Context: an optimization exercise on an open-source flow, tuned for small area. The choices shown serve that exercise and are no tape-out recipe.
Function was checked by simulation only, so behaviour that the tests miss may differ from the original.
Power figures rest on the tool's default switching activity, not on a simulated workload.

==> flow/design.v <==
`timescale 1ns/1ps
module ascii_to_morse_code
    (
        input wire [7:0] ascii_i,  
        output reg [6:0] code_o    
    );
    always @* begin
        casez (ascii_i)
            8'b01?00001: code_o = 7'b0000101;  
            8'b01?00010: code_o = 7'b0011110;  
            8'b01?00011: code_o = 7'b0011010;  
            8'b01?00100: code_o = 7'b0001110;  
            8'b01?00101: code_o = 7'b0000011;  
            8'b01?00110: code_o = 7'b0011011;  
            8'b01?00111: code_o = 7'b0001100;  
            8'b01?01000: code_o = 7'b0011111;  
            8'b01?01001: code_o = 7'b0000111;  
            8'b01?01010: code_o = 7'b0010001;  
            8'b01?01011: code_o = 7'b0001010;  
            8'b01?01100: code_o = 7'b0011101;  
            8'b01?01101: code_o = 7'b0000100;  
            8'b01?01110: code_o = 7'b0000110;  
            8'b01?01111: code_o = 7'b0001000;  
            8'b01?10000: code_o = 7'b0011001;  
            8'b01?10001: code_o = 7'b0010100;  
            8'b01?10010: code_o = 7'b0001101;  
            8'b01?10011: code_o = 7'b0001111;  
            8'b01?10100: code_o = 7'b0000010;  
            8'b01?10101: code_o = 7'b0001011;  
            8'b01?10110: code_o = 7'b0010111;  
            8'b01?10111: code_o = 7'b0001001;  
            8'b01?11000: code_o = 7'b0010110;  
            8'b01?11001: code_o = 7'b0010010;  
            8'b01?11010: code_o = 7'b0011100;  
            8'b00110000: code_o = 7'b0100000;  
            8'b00110001: code_o = 7'b0100001;  
            8'b00110010: code_o = 7'b0100011;  
            8'b00110011: code_o = 7'b0100111;  
            8'b00110100: code_o = 7'b0101111;  
            8'b00110101: code_o = 7'b0111111;  
            8'b00110110: code_o = 7'b0111110;  
            8'b00110111: code_o = 7'b0111100;  
            8'b00111000: code_o = 7'b0111000;  
            8'b00111001: code_o = 7'b0110000;  
            8'b00101110: code_o = 7'b1010101;  
            8'b00101100: code_o = 7'b1001100;  
            8'b00111111: code_o = 7'b1110011;  
            8'b00100111: code_o = 7'b1100001;  
            8'b00101111: code_o = 7'b0110110;  
            8'b00101000: code_o = 7'b0110010;  
            8'b00101001: code_o = 7'b1010010;  
            8'b00111010: code_o = 7'b1111000;  
            8'b00111101: code_o = 7'b0101110;  
            8'b00101011: code_o = 7'b0110101;  
            8'b00101101: code_o = 7'b1011110;  
            8'b00100010: code_o = 7'b1101101;  
            8'b01000000: code_o = 7'b1101001;  
            default:      code_o = 7'b0000000;  
        endcase
    end
endmodule
`timescale 1ns/1ps
module morse_generator
    (
        input wire clk_i,          
        input wire reset_i,        
        input wire [7:0] ascii_i,  
        input wire en_i,           
        output wire morse_o        
    );
    localparam [15:0] SEED = 16'h300c;
    localparam [15:0] T1 = 16'h66ec;  
    localparam [15:0] T3 = 16'hee4c;  
    localparam [15:0] T7 = 16'hee6c;  
    localparam [1:0] IDLE = 2'b00, ON = 2'b01, OFF = 2'b10, DONE = 2'b11;
    reg [1:0] state;
    reg [6:0] m;
    reg [15:0] cnt;
    wire [6:0] code;
    ascii_to_morse_code ascii_to_morse (.ascii_i(ascii_i), .code_o(code));
    wire word = ~(|m);           
    wire last = ~(|m[6:1]);      
    wire finish = (state == ON)  ? (m[0] ? (cnt == T1) : (cnt == T3)) :
                  (state == OFF) ? (word ? (cnt == T7) : (cnt == T1)) : 1'b0;
    assign morse_o = (state == ON);
    always @(posedge clk_i) begin
        if (state == IDLE || state == DONE || finish) cnt <= SEED;
        else cnt <= {cnt[14:0], cnt[15] ^ cnt[6]};
        if (state == IDLE) m <= (ascii_i == 8'h20) ? 7'd0 : code;
        else if (state == ON && finish) m <= {1'b0, m[6:1]};
    end
    always @(posedge clk_i or posedge reset_i) begin
        if (reset_i) begin
            state <= IDLE;
        end else begin
            case (state)
                IDLE: if (en_i) begin
                    if (ascii_i == 8'h20) state <= OFF;
                    else if (|code) state <= ON;
                end
                ON:   if (finish) state <= OFF;
                OFF:  if (finish) state <= last ? DONE : ON;
                DONE: if (!en_i) state <= IDLE;
            endcase
        end
    end
endmodule
`timescale 1ns/1ps
module baud_generator
    (
        input wire clk_i,    
        input wire reset_i,  
        output wire tick_o   
    );
    localparam [9:0] SEED = 10'h3e6;  
    localparam [9:0] LAST = 10'h1f3;  
    reg [9:0] s;
    assign tick_o = (s == LAST);
    always @(posedge clk_i, posedge reset_i) begin
        if (reset_i) s <= SEED;
        else         s <= {s[8:0], s[9] ^ s[6] ^ tick_o};
    end
endmodule
`timescale 1ns/1ps
module fifo
    (
        input wire clk_i,            
        input wire reset_i,          
        input wire read_i,           
        input wire write_i,          
        input wire [7:0] wdata_i,    
        input wire [2:0] rbit_i,     
        output wire rbit_o,          
        output reg empty_o,          
        output reg full_o            
    );
    reg [7:0] buffer [0:7];
    reg [2:0] wptr, rptr;
    wire [7:0] head = buffer[rptr];
    assign rbit_o = head[rbit_i];
    wire [2:0] wptr_next = wptr + 3'd1;
    wire [2:0] rptr_next = rptr + 3'd1;
    always @(posedge clk_i) begin
        if (write_i) buffer[wptr] <= wdata_i;
    end
    always @(posedge clk_i, posedge reset_i) begin
        if (reset_i) begin
            wptr <= 3'd0;
            rptr <= 3'd0;
            full_o <= 1'b0;
            empty_o <= 1'b1;
        end else begin
            if (write_i) wptr <= wptr_next;
            if (read_i)  rptr <= rptr_next;
            if (write_i & ~read_i) begin
                empty_o <= 1'b0;
                full_o <= (wptr_next == rptr);
            end else if (read_i & ~write_i) begin
                full_o <= 1'b0;
                empty_o <= (rptr_next == wptr);
            end
        end
    end
endmodule
`timescale 1ns/1ps
module uart_receiver
    (
        input wire clk_i,         
        input wire reset_i,       
        input wire rx_i,          
        input wire baud_i,        
        output wire rx_done_o,    
        output reg [7:0] data_o   
    );
    reg [7:0] c;
    wire idle = c[7] & c[5];                     
    wire last = baud_i & (&c[3:0]);              
    wire data_slot = (~c[7] & (|c[6:4])) | (c[7] & ~c[4]);  
    assign rx_done_o = last & c[7] & c[4];       
    always @(posedge clk_i, posedge reset_i) begin
        if (reset_i) begin
            c <= 8'ha0;
            data_o <= 8'h00;
        end else begin
            if (idle) begin
                if (~rx_i) c <= 8'h08;
            end else if (baud_i) begin
                c <= c + 8'd1;
            end
            if (last & data_slot)
                data_o <= {rx_i, data_o[7:1]};
        end
    end
endmodule
`timescale 1ns/1ps
module uart_transmitter
    (
        input wire clk_i,           
        input wire reset_i,         
        input wire tx_start_i,      
        input wire baud_i,          
        output wire [2:0] bit_o,    
        input wire bit_i,           
        output wire tx_done_o,      
        output reg tx_o             
    );
    reg [7:0] c;
    wire idle = c[7] & c[5];                     
    wire start = ~(|c[7:4]);                     
    wire stop = c[7] & c[4];                     
    assign bit_o = c[6:4] - 3'd1;                
    assign tx_done_o = baud_i & stop & (&c[3:0]);
    always @(posedge clk_i, posedge reset_i) begin
        if (reset_i) begin
            c <= 8'ha0;
            tx_o <= 1'b0;
        end else begin
            if (idle) begin
                if (tx_start_i) c <= 8'h00;
            end else if (baud_i) begin
                c <= c + 8'd1;
            end
            tx_o <= (idle | stop) ? 1'b1 : (start ? 1'b0 : bit_i);
        end
    end
endmodule
`timescale 1ns/1ps
module uart_echo
    (
        input wire clk_i,              
        input wire reset_i,            
        input wire rx_i,               
        output wire tx_o,              
        output wire [7:0] rx_data_o,   
        output wire rx_done_o          
    );
    wire baud, tx_done, empty, full, rbit;
    wire [2:0] rbit_sel;
    reg tx_start;
    wire fifo_write = rx_done_o & ~full;
    wire fifo_read = tx_done & ~empty;
    baud_generator baud_gen (
        .clk_i(clk_i), .reset_i(reset_i), .tick_o(baud)
    );
    uart_receiver uart_rx (
        .clk_i(clk_i), .reset_i(reset_i), .rx_i(rx_i), .baud_i(baud),
        .rx_done_o(rx_done_o), .data_o(rx_data_o)
    );
    fifo fifo_rx (
        .clk_i(clk_i), .reset_i(reset_i), .read_i(fifo_read), .write_i(fifo_write),
        .wdata_i(rx_data_o), .rbit_i(rbit_sel), .rbit_o(rbit),
        .empty_o(empty), .full_o(full)
    );
    uart_transmitter uart_tx (
        .clk_i(clk_i), .reset_i(reset_i), .tx_start_i(tx_start), .baud_i(baud),
        .bit_o(rbit_sel), .bit_i(rbit), .tx_done_o(tx_done), .tx_o(tx_o)
    );
    always @(posedge clk_i, posedge reset_i) begin
        if (reset_i)         tx_start <= 1'b0;
        else if (fifo_write) tx_start <= 1'b1;
        else if (tx_done)    tx_start <= 1'b0;
    end
endmodule
`timescale 1ns/1ps
module seven_seg_controller
    (
        input wire clk_i,          
        input wire reset_i,        
        input wire [7:0] data_i,   
        output reg [6:0] segs_o,   
        output reg [3:0] anodes_o  
    );
    localparam [14:0] LAST = 15'h46c5;  
    reg [14:0] s;
    reg [3:0] digit_val;
    wire step = (s == LAST);
    wire [3:0] anodes_next = step ? {anodes_o[2:0], anodes_o[3] & ~(&anodes_o[2:0])} : anodes_o;
    always @(posedge clk_i or posedge reset_i) begin
        if (reset_i) begin
            s <= LAST;
            anodes_o <= 4'b1111;
            digit_val <= 4'h0;
        end else begin
            s <= {s[13:0], s[14] ^ s[13] ^ step};
            anodes_o <= anodes_next;
            digit_val <= ~anodes_next[0] ? data_i[3:0] :
                         ~anodes_next[1] ? data_i[7:4] : 4'h0;
        end
    end
    always @* begin
        case (digit_val)
            4'h0:    segs_o = 7'b1000000;
            4'h1:    segs_o = 7'b1111001;
            4'h2:    segs_o = 7'b0100100;
            4'h3:    segs_o = 7'b0110000;
            4'h4:    segs_o = 7'b0011001;
            4'h5:    segs_o = 7'b0010010;
            4'h6:    segs_o = 7'b0000010;
            4'h7:    segs_o = 7'b1111000;
            4'h8:    segs_o = 7'b0000000;
            4'h9:    segs_o = 7'b0010000;
            4'hA:    segs_o = 7'b0001000;
            4'hB:    segs_o = 7'b0000011;
            4'hC:    segs_o = 7'b1000110;
            4'hD:    segs_o = 7'b0100001;
            4'hE:    segs_o = 7'b0000110;
            4'hF:    segs_o = 7'b0001110;
        endcase
    end
endmodule
`timescale 1ns/1ps
module top
    (
        input wire clk_i,                     
        input wire reset_i,                   
        input wire rx_i,                      
        output wire tx_o,                     
        output wire [6:0] sev_seg_encoded_o,  
        output wire [3:0] sev_seg_anodes_o,   
        output wire morse_o                   
    );
    wire [7:0] rx_data;
    wire rx_done;
    uart_echo uart (
        .clk_i(clk_i),
        .reset_i(reset_i),
        .rx_i(rx_i),
        .tx_o(tx_o),
        .rx_data_o(rx_data),
        .rx_done_o(rx_done)
    );
    seven_seg_controller display (
        .clk_i(clk_i),
        .reset_i(reset_i),
        .data_i(rx_data),
        .segs_o(sev_seg_encoded_o),
        .anodes_o(sev_seg_anodes_o)
    );
    morse_generator morse (
        .clk_i(clk_i),
        .reset_i(reset_i),
        .ascii_i(rx_data),
        .en_i(rx_done),
        .morse_o(morse_o)
    );
endmodule
==> flow/run.sh <==
#!/bin/bash
# synth_recipe.tcl (not shown) runs the flow's synth.tcl, then flattens the netlist and writes it again
# the make line also repeats each setting of config.mk as NAME=value (left out here)
make -C /OpenROAD-flow-scripts/flow DESIGN_CONFIG=/design/flow/config.mk WORK_HOME=/design/flow/orfs CLKGATE_MAP_FILE= SYNTH_SCRIPT=/design/flow/synth_recipe.tcl finish
==> flow/config.mk <==
export PLATFORM = sky130hd
export DESIGN_NAME = top
export DESIGN_NICKNAME = top
export VERILOG_FILES = /design/flow/design.v
export SDC_FILE = /design/flow/constraint.sdc
export NUM_CORES = 4
export LEC_CHECK = 0
export CAP_MARGIN = 20
export CORE_MARGIN = 2
export CORE_UTILIZATION = 40
export SLEW_MARGIN = 20
==> flow/constraint.sdc <==
create_clock -name core_clock -period 10.0 [get_ports {clk_i}]
set_input_delay 2.0000 -clock core_clock [delete_from_list [all_inputs] [get_ports {clk_i}]]
set_output_delay 2.0000 -clock core_clock [all_outputs]
set_load 0.01 [all_outputs]
==> results of run 1 <==
-- Yosys cell counts, drive strengths merged (15+ instances only) --
| cell type | number | area, um2 |
|---|---|---|
| a21oi | 18 | 90.1 |
| and2 | 15 | 93.8 |
| buf | 21 | 123 |
| dfrtp | 46 | 1150 |
| dfstp | 23 | 604 |
| dfxtp | 16 | 320 |
| edfxtp | 71 | 2130 |
| ha | 18 | 225 |
| inv | 22 | 82.6 |
| nand2 | 41 | 154 |
| nand3 | 24 | 120 |
| nor2 | 28 | 105 |
| nor3 | 15 | 75.1 |
| o21ai | 31 | 155 |
-- worst min-delay path by stage --
stage	from	end	slack, ps
floorplan	uart.baud_gen.s[3]	uart.baud_gen.s[4]	350
global placement	uart.baud_gen.s[3]	uart.baud_gen.s[4]	360
detailed placement	display.s[6]	display.s[7]	360
CTS	display.s[6]	display.s[7]	360
global route	uart.baud_gen.s[1]	uart.baud_gen.s[2]	370
finish	display.s[6]	display.s[7]	360
-- metrics by stage --
stage | std cells | power [mW] | utilization, %
after floorplan | 621 | 0.696 | -
after global placement | 842 | 0.700 | 43.1
after detailed placement | 842 | 0.701 | 43.1
after CTS | 874 | 1.34 | 46.4
after global routing | 874 | 1.37 | 46.4
final | 874 | 1.33 | 46.4
-- where the power goes --
part / switching [mW] / total, mW / internal, mW / leakage, nW
Combinational: 0.00817 / 0.0127 / 0.00450 / 1.16
Sequential: 0.00538 / 0.675 / 0.670 / 1.54
Clock: 0.274 / 0.641 / 0.367 / 0.294
Total: 0.287 / 1.33 / 1.04 / 2.99
-- flip-flops by register name (all words and copies together) (netlist names), 4 cells and up --
signal               count
display.digit_val        4
uart.fifo_rx.buffer     64
uart.uart_rx.c           8
display.anodes_o         4
display.s               15
morse.cnt               16
uart.baud_gen.s         10
uart.uart_rx.data_o      8
uart.uart_tx.c           8
morse.m                  7
-- logic make-up after synthesis --
| logic type | Yosys count |
|---|---|
| flip-flops | 156 |
| buffers and inverters | 55 |
| multiplexers | 40 |
| adder cells (fa/ha/maj) | 18 |
| XOR/XNOR | 26 |
| AO/OA/AOI/OAI | 115 |
| AND/OR/NAND/NOR | 211 |
-- per-layer routing --
metal / global-route usage, % / up-vias / share of wire (%)
met2: 25.4 / 77 / 49
li1: - / 2344 / -
met5: 0 / - / 0
met3: 3.16 / 15 / 2.7
met4: 5.79 / 0 / 1.4
met1: 21.0 / 2414 / 47
-- cell usage in the layout, fill, tap and decap left out, types with 13 or more instances in the layout --
cell type | netlist | layout
edfxtp_1 | 71 | 71
dfrtp_1 | 46 | 46
nand2_1 | 41 | 41
o21ai_0 | 30 | 30
nor2_1 | 28 | 28
nand3_1 | 24 | 24
dfstp_2 | 23 | 23
inv_1 | 21 | 20
a21oi_1 | 18 | 18
ha_1 | 18 | 18
clkbuf_16 | 0 | 18
dfxtp_1 | 16 | 16
and2_1 | 15 | 15
clkdlybuf4s50_1 | 0 | 15
nand2b_1 | 14 | 14
xor2_1 | 14 | 14
mux2i_1 | 14 | 14
nor3_1 | 15 | 14
mux2_2 | 13 | 13
nor2b_1 | 13 | 13
mux4_2 | 13 | 13
-- area by class of cell --
class,count,area share [%]
clock inverter,14,1.74
timing repair buffer,25,2.68
inverter,22,0.982
sequential,156,50.0
clock buffer,18,5.35
multi-input combinational,410,35.8
tap,229,3.41
==> metrics.yaml, run 1 <==
synth_ff_type: "edfxtp_1"
synth_xor_xnor_area_share_pct: 3.05
synth_top_family_by_area: "simple AND/OR/NAND/NOR gates"
antenna_found_initial: 0
min_path_type: "reg2reg"
drt-total-wl_um: 14700
leakage_nw: 2.99
cp_num_cells: 5
r2r_slack_ps: 6860
final_cell_area_um2: 8410
drc: 0
cts_setup_buffers: 0
synthSimpleGateAreaFrac_pct: 16.0
synthArstFlopShare_pct: 44.2
final-setup-viol-count: 0
synth_compound_gate_area_share_pct: 10.5
cts.root.buffer_cell: "clkbuf_16"
cts_made_buffers: 17
synth_cells: 621
fin_skew_ps: 15.9
setup_ws_ps: 5710
r2r_start: "uart.baud_gen.s[6]"
yosysSeqAreaShare_pct: 56.4
critPathKind: "reg2out"
drive_gt1_share_pct: 15.8
max_stage_delay_ps: 500
synth.mux.area_fraction_pct: 7.76
grt_pass1_wl_um: 24700
synthAdderAreaFrac_pct: 3.02
nNetsFinal: 653
min_path_cells: 0
path_max_fanout: 5
rows: 49
clkSinkCount: 156
maxSlewHeadroom_pct: 28.6
worstMarginPinSlew_ps: 1070
cts.clk_slew.worst_paths_ps: 70
n_antenna_cell: 0
endpoint: "sev_seg_encoded_o[3]"
portBuffers: 15
grt_max_degree: 70
detail-route-antenna-nets: 0
cts_buffer_depth: 2
clkLatencyLatePin_ps: 430
die_h_um: 141
dp_slack_ps: 6150
r2r_cells: 8
seq_area_um2: 4210
dr.first_iter.drc_count: 283
path_cells: "inv_1 -> ha_1 -> inv_1 -> mux4_2 -> clkdlybuf4s50_1"
wire_per_inst_um: 16.9
cp_top_family: "buffers and inverters"
rsz0062_at_grt: "no"
start_util_pct: 41.1
hpwl_um: 9740
syn_area_um2: 7470
coreArea_um2: 18100
ios: 16
htree_levels: 4
synth_edf_count: 71
arrival_ps: 2290
syn2layout_area_growth_pct: 12.7
ctsResizeCount: 0
grt_usage_pct: 15.7
fin_setup_tns_ps: 0
r2r-end: "uart.fifo_rx.buffer[3][1]"
worst_hold_slack_ps: 359
hold_viol_final: 0
gr-total-overflow: 0
cp-end-kind: "output pin"
dieArea_um2: 19800
syn_area_per_cell_um2: 12.0
powerDensity_nw_per_um2: 158
max_freq_mhz: 233
viasPerCell: 5.55
die_w_um: 141
maxCapViolations: 0
fin_crit_ps: 4290
fillers: 1629
path_buf_inv: 3
run_status: "finished clean"
vdd_drop_max_v: 0.000104
syn_nets: 642
fin_crit_sh_pct: 42.9
cp-start-kind: "flop"
worstSetupStartpoint: "display.digit_val[0]"
ys_types: 71
vias: 4850
dpl_cell_area_um2: 7820
critical_path_required_ps: 8000
slowest_stage: "clkdlybuf4s50_1"
cts_hold_buf: 0
multi_input_area_um2: 3010
yosys_register_bits: 156
yosysWarnings: 8
grt_pass1_vias: 4798
crit_top_cell: "inv_1"
firstDrtPassIters: 4
cts_tree: "yes"
slew_violations: 0
routabilityCongestion: 0.851
==> run 2: changes to the inputs <==
--- a/flow/design.v
+++ b/flow/design.v
@@ -130,26 +130,37 @@
         input wire write_i,          
         input wire [7:0] wdata_i,    
         input wire [2:0] rbit_i,     
-        output wire rbit_o,          
+        output reg rbit_o,           
         output reg empty_o,          
         output reg full_o            
     );
-    reg [7:0] buffer [0:7];
+    reg [7:0] ring [0:7];
+    reg [2:0] k;
     reg [2:0] wptr, rptr;
-    wire [7:0] head = buffer[rptr];
-    assign rbit_o = head[rbit_i];
+    reg pend;                        
+    wire store = pend & (k == wptr);
     wire [2:0] wptr_next = wptr + 3'd1;
     wire [2:0] rptr_next = rptr + 3'd1;
+    wire [7:0] out = ring[7];
+    integer i;
     always @(posedge clk_i) begin
-        if (write_i) buffer[wptr] <= wdata_i;
+        ring[0] <= ring[7];
+        for (i = 1; i < 7; i = i + 1) ring[i] <= ring[i-1];
+        ring[7] <= store ? wdata_i : ring[6];
+        if (k == rptr) rbit_o <= out[rbit_i];
     end
     always @(posedge clk_i, posedge reset_i) begin
         if (reset_i) begin
+            k <= 3'd0;
+            pend <= 1'b0;
             wptr <= 3'd0;
             rptr <= 3'd0;
             full_o <= 1'b0;
             empty_o <= 1'b1;
         end else begin
+            k <= k - 3'd1;
+            if (write_i) pend <= 1'b1;
+            else if (store) pend <= 1'b0;
             if (write_i) wptr <= wptr_next;
             if (read_i)  rptr <= rptr_next;
             if (write_i & ~read_i) begin
@@ -205,11 +216,16 @@
         output reg tx_o             
     );
     reg [7:0] c;
+    reg cur;
     wire idle = c[7] & c[5];                     
     wire start = ~(|c[7:4]);                     
     wire stop = c[7] & c[4];                     
-    assign bit_o = c[6:4] - 3'd1;                
-    assign tx_done_o = baud_i & stop & (&c[3:0]);
+    wire last = baud_i & (&c[3:0]);              
+    assign bit_o = c[6:4];
+    assign tx_done_o = last & stop;
+    always @(posedge clk_i) begin
+        if (last & ~c[7]) cur <= bit_i;          
+    end
     always @(posedge clk_i, posedge reset_i) begin
         if (reset_i) begin
             c <= 8'ha0;
@@ -220,7 +236,7 @@
             end else if (baud_i) begin
                 c <= c + 8'd1;
             end
-            tx_o <= (idle | stop) ? 1'b1 : (start ? 1'b0 : bit_i);
+            tx_o <= (idle | stop) ? 1'b1 : (start ? 1'b0 : cur);
         end
     end
 endmodule
==> metrics.yaml, run 2 <==
run_status: "finished clean"
cts_made_buffers: 17
synth_commonest_cells: "dfxtp_1 (80), dfrtp_1 (50), nand2_1 (44)"
syn_area_per_cell_um2: 11.0
vias: 4503
fin_setup_tns_ps: 0
drc: 0
synth_most_common_cell: "dfxtp_1"
synth_ff_type: "dfxtp_1"
dr.first_iter.drc_count: 507
swShare_pct: 20.4
yosysSeqAreaShare_pct: 55.4
maxCapViolations: 0
largest-register: "uart.fifo_rx.ring"
worstMarginPinSlew_ps: 1010
fin_skew_ps: 11.5
rows: 47
n_antenna_cell: 0
fillers: 1486
fin_crit_sh_pct: 43.9
syn_area_um2: 6730
synth_edf_count: 9
hold_viol_final: 0
cts_hold_buf: 0
internal_power_mw: 1.07
synth_top_area_cell: "dfxtp_1"
synthArstFlopShare_pct: 45.1
largest_reg_flops: 64
combPwrFrac_pct: 1.6
clkSinkCount: 162
cp-end-kind: "output pin"
cts_setup_buffers: 0
arrival_ps: 2390
die_w_um: 134
die_h_um: 134
antenna_found_initial: 0
powerDensity_nw_per_um2: 177
routabilityCongestion: 0.873
portBuffers: 15
cp-start-kind: "flop"
leakage_nw: 3.02
yosys_register_bits: 162
grt_pass1_wl_um: 20700
nNetsFinal: 636
power.switching_mw: 0.275
hpwl_um: 7980
start_util_pct: 40.7
firstDrtPassIters: 8
vdd_drop_max_v: 0.000132
seqPwrFrac_pct: 50.2
largest_registers: "uart.fifo_rx.ring: 64 flops, morse.cnt: 16 flops, display.s: 15 flops"
yosysWarnings: 9
cts_tree: "yes"
clkLatencyLatePin_ps: 420
grt_usage_pct: 14.4
critPathKind: "reg2out"
drt-total-wl_um: 12200
viasPerCell: 5.30
clockPowerShare_pct: 48.2
grt_max_degree: 74
cts.root.buffer_cell: "clkbuf_16"
synth_area_leaders: "dfxtp_1 (24%), dfrtp_1 (19%), dfstp_2 (9.0%)"
critical_path_required_ps: 8000
maxSlewHeadroom_pct: 32.5
gr-total-overflow: 0
ys_types: 79
power_mw: 1.34
max_freq_mhz: 228
htree_levels: 4
cts_buffer_depth: 2
final_cell_mix: "dfxtp_1 (80), dfrtp_1 (50), nand2_1 (44)"
coreArea_um2: 16500
drive_gt1_share_pct: 14.9
min_path_type: "reg2reg"
synth_cells: 612
ios: 16
fin_crit_ps: 4390
final_common_cell: "dfxtp_1"
synth_top_area_share_pct: 23.8
wire_per_inst_um: 14.4
path_max_fanout: 5
dieArea_um2: 17900
syn_nets: 631
syn2layout_area_growth_pct: 12.9
ctsResizeCount: 0
cts.clk_slew.worst_paths_ps: 70
rsz0062_at_grt: "no"
final-setup-viol-count: 0
detail-route-antenna-nets: 0
grt_pass1_vias: 4194
slew_violations: 0
[run 2: cell count changes after synthesis, sizes merged, moves of 5 or more]
cell and change:
edfxtp -62, nand3b -5, nor2 +8, mux4 -10
mux2i -8, mux2 +7, and3 -5, nor3 -5
o21ai +7, dfxtp +64
[run 2: worst paths after layout]
kind | start | endpoint | slack [ps] | cells past startpoint
worst max-delay path | display.digit_val[1] | sev_seg_encoded_o[0] | 5610 | 6
worst min-delay path | uart.fifo_rx.ring[2][0] | uart.fifo_rx.ring[3][0] | 320 | 0
worst max register to register | uart.uart_rx.data_o[1] | morse.state[0] | 6620 | 7
worst min register to register | uart.fifo_rx.ring[2][0] | uart.fifo_rx.ring[3][0] | 320 | 0
max in group asynchronous | reset_i | uart.fifo_rx.k[1] | 7230 | 3
min in group asynchronous | reset_i | display.s[5] | 2170 | 3
[run 2: per-stage QoR]
stage               setup slack [ps]  hold slack, ps  utilization (%)  cell area, um2  cells
global placement                6090             310             42.3            6990    818
detailed placement              6040             312             42.3            6990    818
floorplan                       6180             310                -            6730    612
CTS                             5580             321             46.0            7600    850
global route                    5470             330             46.0            7600    850
finish                          5610             321             46.0            7600    850
[run 2: power groups by stage]
| stage | logic, mW | clock network [mW] | registers (mW) |
|---|---|---|---|
| after global placement | 0.0213 | 0 | 0.688 |
| final | 0.0216 | 0.647 | 0.675 |
| after global routing | 0.0256 | 0.698 | 0.676 |
| after detailed placement | 0.0223 | 0 | 0.688 |
| after CTS | 0.0222 | 0.666 | 0.675 |
| after floorplan | 0.0186 | 0 | 0.685 |
[run 2: worst max-delay path, cell delays in order, from the launching register on]
cell,delay [ps]
dfrtp_1,430
inv_1,140
ha_1,240
nor2b_1,80
or3b_2,450
o21ai_0,80
clkdlybuf4s50_1,550
[run 2: kinds of logic (layout without fill, tap and decap cells)]
logic type	after synthesis	after routing	synth area share, %
flip-flops	162	162	55.4
AO/OA/AOI/OAI	117	117	11.6
multiplexers	29	29	5.30
buffers and inverters	55	73	4.15
adder cells (fa/ha/maj)	16	16	2.97
XOR/XNOR	23	23	3.10
AND/OR/NAND/NOR	210	210	17.5
[run 2: area by class of cell]
class	count	area (um2)	share of cell area [%]
Timing Repair Buffer	18	173	2.27
Clock buffer	24	524	6.90
Clock inverter	8	90.1	1.19
Tap cell	220	275	3.62
Inverter	23	86.3	1.14
Sequential cell	162	3730	49.0
Multi-Input combinational cell	395	2720	35.8
[run 2: per-layer routing]
metal  global-route usage (%)  wire, um  vias to the layer above
met3                     4.38       654                       26
met1                     19.5      5870                     2155
met5                        0         0                        -
met4                     5.73       239                        0
met2                     21.5      5440                      141
li1                         -         -                     2181

static timing again, ports no longer ideal:
Ports are ideal in the flow. The routed layouts listed here were re-timed in OpenROAD. Step 1 sets driving cells, clkbuf_16 on the clock port and buf_2 on the other inputs (assumed; they add their load-dependent delay and slew). Step 2 adds t to the input delays and takes it off the output delays; t is the mean of the earliest and latest rising clock arrival at the registers after step 1. Input paths then give back, and output paths get back, about the clock's delay inside the block. a / b / c = no drivers / after step 1 / after step 2; a / b = the first two.
run | shift t [ns] | slack for setup (ns) | cell pins on the clock port's net
run 1 | 0.469 | 5.711 / 5.664 / 6.133 | 1
run 2 | 0.450 | 5.608 / 5.568 / 6.017 | 1
After both steps every run listed still meets setup and hold.
